Context: an optimization exercise on an open-source flow, tuned for small area, a short achievable clock period and few clock cycles per item. The choices shown serve that exercise and are no tape-out recipe. In this exercise RTL edits were held to simulation tests only and were not proved equivalent to the original.

## design/flow/config.mk

```make
export PLATFORM = sky130hd
export DESIGN_NAME = ahb_lite_fir_filter
export DESIGN_NICKNAME = ahb_lite_fir_filter
export VERILOG_FILES = /design/flow/design.v
export SDC_FILE = /design/flow/constraint.sdc
export NUM_CORES = 4
export LEC_CHECK = 0
export CAP_MARGIN = 20
export CORE_MARGIN = 2
export CORE_UTILIZATION = 40
export SLEW_MARGIN = 20
```

## design/flow/constraint.sdc

```tcl
create_clock -name core_clock -period 12.0 [get_ports {clk}]
set_input_delay 2.4000 -clock core_clock [delete_from_list [all_inputs] [get_ports {clk}]]
set_output_delay 2.4000 -clock core_clock [all_outputs]
set_load 0.01 [all_outputs]
```

## design/flow/design.v

```verilog
module ahb_lite_fir_filter(
    input clk,
          n_rst,
    input logic hsel,
    input logic [3:0] haddr,
    input logic hsize,
    input logic [1:0] htrans,
    input logic hwrite,
    input logic [15:0] hwdata,
    output logic [15:0] hrdata,
    output logic hresp
);
    logic nonseq_wr, a15, ro, wr_req, rd_req;
    assign nonseq_wr = hwrite & (htrans == 2'b10);
    assign a15       = (haddr == 4'd15);
    assign ro        = (haddr[3:2] == 2'b00);
    assign hresp     = hsel & (a15 | (nonseq_wr & ro));
    assign wr_req    = hsel & nonseq_wr & ~ro & ~a15;
    assign rd_req    = hsel & ~nonseq_wr & ~a15;
    logic        wr_pend;
    logic [2:0]  wr_pair;
    logic [15:0] smp, c0, c1, c2, c3;       
    logic [7:0]  r14, r15;                  
    logic [15:0] f0, f1, f2, f3;            
    logic [15:0] h1, h2;                    
    logic        samp_pend;                 
    logic [1:0]  pst;                       
    logic        shf;                       
    logic [16:0] acc_a;                     
    logic [17:0] acc_b;                     
    logic [16:0] res;                       
    logic        err;
    logic wr_smp, wr_c0, wr_c1, wr_c2, wr_c3, wr_r14;
    assign wr_smp = wr_pend & (wr_pair == 3'd2);
    assign wr_c0  = wr_pend & (wr_pair == 3'd3);
    assign wr_c1  = wr_pend & (wr_pair == 3'd4);
    assign wr_c2  = wr_pend & (wr_pair == 3'd5);
    assign wr_c3  = wr_pend & (wr_pair == 3'd6);
    assign wr_r14 = wr_pend & (wr_pair == 3'd7);
    logic ready, do_cmp, do_load;
    assign ready   = (pst == 2'd0);
    assign do_cmp  = samp_pend & ready;
    assign do_load = r14[0] & ready & ~samp_pend;
    logic [15:0] ma, mb;
    always_comb begin
        case (pst)
            2'd0:    begin ma = smp;               mb = f0; end
            2'd1:    begin ma = h2;                mb = f3; end
            2'd2:    begin ma = h1;                mb = f2; end
            default: begin ma = shf ? h1 : smp;    mb = f1; end
        endcase
    end
    logic [30:0] prod;
    logic [15:0] t;
    assign prod = ma * mb;
    assign t    = prod[30:15];
    logic [17:0] u1_b, u1, u2;
    logic        u1_sub;
    assign u1_b   = (pst == 2'd1) ? 18'd0 : acc_b;
    assign u1_sub = (pst == 2'd0) | (pst == 2'd2);
    assign u1     = u1_sub ? (u1_b - {2'b00, t}) : (u1_b + {2'b00, t});
    assign u2     = {2'b00, t} - ((pst == 2'd2) ? 18'd0 : {acc_a[16], acc_a});
    logic err_new;
    assign err_new = (~u2[17] & u2[16] & (|u2[15:0])) | (~u1[17] & u1[16]);
    logic busy, err_bit;
    assign busy    = wr_pend | ((samp_pend | r14[0]) & ~ready) | (samp_pend & r14[0]);
    assign err_bit = do_cmp ? err_new : (do_load ? 1'b0 : err);
    logic [15:0] mag, pdata, rdata;
    assign mag = res[16] ? (~res[15:0] + 16'd1) : res[15:0];
    always_comb begin
        case (haddr[3:1])
            3'd0:    pdata = {7'd0, err_bit, 7'd0, busy};
            3'd1:    pdata = mag;
            3'd2:    pdata = smp;
            3'd3:    pdata = c0;
            3'd4:    pdata = c1;
            3'd5:    pdata = c2;
            3'd6:    pdata = c3;
            default: pdata = {r15, r14};
        endcase
        if (hsize)
            rdata = pdata;
        else
            rdata = {8'd0, haddr[0] ? pdata[15:8] : pdata[7:0]};
    end
    always_ff @(posedge clk, negedge n_rst) begin
        if (!n_rst) begin
            hrdata    <= 16'd0;
            wr_pend   <= 1'b0;
            wr_pair   <= 3'd0;
            smp       <= 16'd0;
            c0        <= 16'd0;
            c1        <= 16'd0;
            c2        <= 16'd0;
            c3        <= 16'd0;
            r14       <= 8'd0;
            r15       <= 8'd0;
            f0        <= 16'd0;
            f1        <= 16'd0;
            f2        <= 16'd0;
            f3        <= 16'd0;
            h1        <= 16'd0;
            h2        <= 16'd0;
            samp_pend <= 1'b0;
            pst       <= 2'd0;
            shf       <= 1'b0;
            acc_a     <= 17'd0;
            acc_b     <= 18'd0;
            res       <= 17'd0;
            err       <= 1'b0;
        end else begin
            hrdata  <= rd_req ? rdata : 16'd0;
            wr_pend <= wr_req;
            wr_pair <= haddr[3:1];
            if (wr_smp) begin
                smp <= hwdata;
                h1  <= smp;
                h2  <= h1;
            end
            if (wr_c0) c0 <= hwdata;
            if (wr_c1) c1 <= hwdata;
            if (wr_c2) c2 <= hwdata;
            if (wr_c3) c3 <= hwdata;
            if (wr_r14) begin
                r14 <= hwdata[7:0];
                r15 <= hwdata[15:8];
            end else if (do_load) begin
                r14 <= 8'd0;
            end
            if (do_load) begin
                f0 <= c0;
                f1 <= c1;
                f2 <= c2;
                f3 <= c3;
            end
            if (wr_smp)
                samp_pend <= 1'b1;
            else if (do_cmp)
                samp_pend <= 1'b0;
            if (do_cmp) begin
                res <= u1[16:0];
                err <= err_new;
            end else if (do_load) begin
                err <= 1'b0;
            end
            case (pst)
                2'd0:    pst <= (do_cmp | do_load) ? 2'd1 : 2'd0;
                2'd1:    pst <= 2'd2;
                2'd2:    pst <= 2'd3;
                default: pst <= 2'd0;
            endcase
            shf <= (pst == 2'd2) & wr_smp;
            if (pst != 2'd0) acc_b <= u1;
            if (pst[1]) acc_a <= u2[16:0];
        end
    end
endmodule
```

## design/flow/run.sh

```bash
#!/bin/bash
# synth_recipe.tcl (not shown) runs the flow's synth.tcl, then flattens the netlist and writes it again
# the make line also repeats each setting of config.mk as NAME=value (left out here)
make -C /OpenROAD-flow-scripts/flow DESIGN_CONFIG=/design/flow/config.mk WORK_HOME=/design/flow/orfs CLKGATE_MAP_FILE= SYNTH_SCRIPT=/design/flow/synth_recipe.tcl finish
```

==> impl_metrics.json <==
{
  "drt-total-wl_um": 65050,
  "layout.nets": 2698,
  "synth_ff_type": "dfrtp_1",
  "met2_length_um": 29850,
  "dieArea_um2": 58160,
  "relSlewSlack_pct": 24.84,
  "synth_top_family_by_area": "adder cells",
  "yosysMostFrequentCell": "nand2_1",
  "synth_top_area_cell": "dfrtp_1",
  "syn-cell-area_um2": 22500,
  "crit_end": "acc_b[17]",
  "routed-wl-met3_um": 3755,
  "synth.area.top_cells": "dfrtp_1, fa_1, mux2_2, ha_1, nand2_1",
  "tns_ns": 0,
  "dr.max_layer_used": "met4",
  "synthSimpleGateAreaFrac_pct": 13.28,
  "antenna_found_initial": 0,
  "cts.sinks": 269,
  "avgViaCountPerCell": 5.525,
  "fmax_mhz": 88.50,
  "dieHeight_um": 241.2,
  "synth_cell_types": 81,
  "finalSetupViolations": 0,
  "r2r_setup_slack_ns": 0.70,
  "drv_slew": 0,
  "period_share_pct": 94.16,
  "drt-initial-drc-count": 1221,
  "synth-compound-area-share_pct": 10.68,
  "grtUsageTotal_pct": 22.88,
  "syn_area_per_cell_um2": 9.715,
  "cts-buffers-inserted": 28,
  "tritoncts": "built",
  "post-dp-hpwl_um": 48420,
  "start_util_pct": 40.68,
  "synthAdderAreaFrac_pct": 24.86,
  "drive_above_1_share_pct": 14.18,
  "ys_seq_elements": 269,
  "antenna_cells": 0,
  "syn-num-nets": 2672,
  "finalHoldWorstSlack_ns": 0.4761,
  "synth_xor_area_share_pct": 3.070,
  "maxCapViolCount": 0,
  "wl_met1_um": 29260,
  "clkTransAtPathRegs_ns": 0.07,
  "ios": 44,
  "gp_congestion": 0.9450,
  "via_count": 17190,
  "r2r_end": "acc_b[17]",
  "ant_nets": 0,
  "rsz0062_at_grt": "false",
  "dr.pass1.iters": 8,
  "yosysTopAreaCellShare_pct": 29.92,
  "path_common_cell": "fa_1",
  "period_needed_ns": 11.30,
  "cts_buffer_depth": 3,
  "required_ns": 12.42,
  "min_path_type": "register to register",
  "synthArstFlopShare_pct": 100.0,
  "critical_path_class": "register to register",
  "crit_path_start_kind": "register",
  "ys.warnings.count": 1,
  "end_kind": "register",
  "netlist_instances": 2316,
  "path_max_fanout": 30,
  "grt_pass1_vias": 17590,
  "syn2layout_area_growth_pct": 10.37,
  "skew_ns": 0.02575,
  "post_drt_wl_per_cell_um": 20.91,
  "port-buffer-count": 43,
  "htreeDepth": 1,
  "drc_errors": 0,
  "die_x_um": 241.2,
  "core_um2": 55310,
  "fillCellCount": 5368,
  "hold_viol_final": 0,
  "root_buffer": "clkbuf_16",
  "cp.arrival_ns": 11.71,
  "grt_pass1_wl_um": 102300,
  "synth_edf_count": 0,
  "tightestPinTransition_ns": 1.125,
  "hold_depth": 2,
  "r2r_start": "pst[1]",
  "grt_max_degree": 181,
  "max_stage_delay_ns": 0.78,
  "ys_seq_area_share_pct": 29.92,
  "synthMuxAreaShare_pct": 12.17,
  "row_count": 86,
  "clkLatencyLatePin_ns": 0.57,
  "outcome": "finished clean",
  "grt.overflow.total": 0,
  "rr_worst_depth": 39,
  "crit_path_start": "pst[1]",
  "synth_common_cells": "nand2_1, dfrtp_1, inv_1, mux2_2, nor2_1",
  "worst_path_max_delay_cell": "ha_2"
}
==> critical path: cells and delay by family (launching register included) <==
family                   cells  cell delay, ns
AND/OR/NAND/NOR              6            1.30
buffers and inverters        8            1.34
AO/OA/AOI/OAI               12            2.48
XOR/XNOR                     3            0.83
flip-flops                   1            0.36
adder cells (fa/ha/maj)     10            4.79
==> what timing repair did <==
action,CTS,global route
gates resized for setup,0,1
hold buffers,0,0
buffers inserted,0,0
setup endpoints to repair,0,1
hold endpoints to repair,0,0
==> per-stage QoR <==
stage | util [%] | instances | setup WS, ns | area [um2]
floorplan | - | 2316 | 1.972 | 22500
global placement | 43.18 | 3060 | 1.016 | 23880
detailed placement | 43.18 | 3060 | 0.9211 | 23880
CTS | 44.89 | 3111 | 0.7979 | 24830
global route | 44.90 | 3111 | 0.1146 | 24830
finish | 44.90 | 3111 | 0.7007 | 24830
==> logic make-up after synthesis <==
group | after synthesis
flops | 269
xor+xnor | 78
buf+inv | 353
compound gates | 357
simple gates | 684
mux | 244
fa+ha+maj | 331
==> registers in the layout, summed over array words and instances, names as in the netlist, 2 cells and up <==
name and count:
acc_a 17, acc_b 18, c0 16, c1 16, c2 16, c3 16, f0 16, f1 16
f2 16, f3 16, h1 16, h2 16, hrdata 16, pst 2, r14 8, r15 8
res 17, smp 16, wr_pair 3
==> cell type report <==
cell class / count / area [um2] / share of cell area [%]
sequential: 269 / 6731 / 27.11
multi-input combinational: 1694 / 14450 / 58.17
tap: 748 / 935.9 / 3.769
inverter: 257 / 964.7 / 3.885
clock inverter: 8 / 142.6 / 0.5744
timing repair buffer: 92 / 805.8 / 3.245
clock buffer: 43 / 807.0 / 3.250
==> routing by layer <==
metal	up-vias	global-route usage (%)
met2	526	36.68
li1	7767	-
met1	8782	31.96
met4	0	7.912
met5	-	0
met3	113	2.905
==> worst min-delay path by stage <==
stage,start,end,slack (ns)
after global placement,r15[3],r15[3],0.45
after global routing,r15[2],r15[2],0.50
after detailed placement,r15[3],r15[3],0.46
after floorplan,r15[1],r15[1],0.44
after CTS,r15[3],r15[3],0.47
final,r15[1],r15[1],0.48
==> cells in the final DEF (no fill, tap or decap), types with 22 or more instances in the layout <==
cell	instances
ha_1	132
nor2_1	197
fa_1	194
xnor2_1	42
inv_1	253
dfrtp_1	269
mux2i_1	34
a21oi_1	85
a22oi_1	23
nand2b_1	29
clkbuf_16	28
buf_4	48
nand2_1	322
nor2b_1	27
o21ai_0	83
mux2_2	207
o21a_1	24
xor2_1	35
clkdlybuf4s50_1	40
nand3_1	22
Testbench counts, summed over its fixed seeds: cycles 2,064, samples 512.

-- separate check: timing with driven ports --
The flow's constraints put no driver on any port. The routed layout listed below was extracted and timed again, unchanged, in two steps. Step 1 assumes that a clkbuf_16 drives the clock port and a buf_2 every other input. Step 2 times the ports against the registers' clock, not the clock port: input delays grow and output delays shrink by t, the midpoint of the rising clock arrivals with the driver on. Three values: ideal ports, drivers, drivers and shift; two values: the first two.
t, ns: 0.619
slack for setup (ns): 0.701 / 0.701 / 0.701
latest minus earliest clock arrival (ns): 0.027 / 0.027
After both steps setup and hold are still met in this run. The setup slack of this run moves by 0.000 ns with the drivers and by 0.000 ns with both steps.
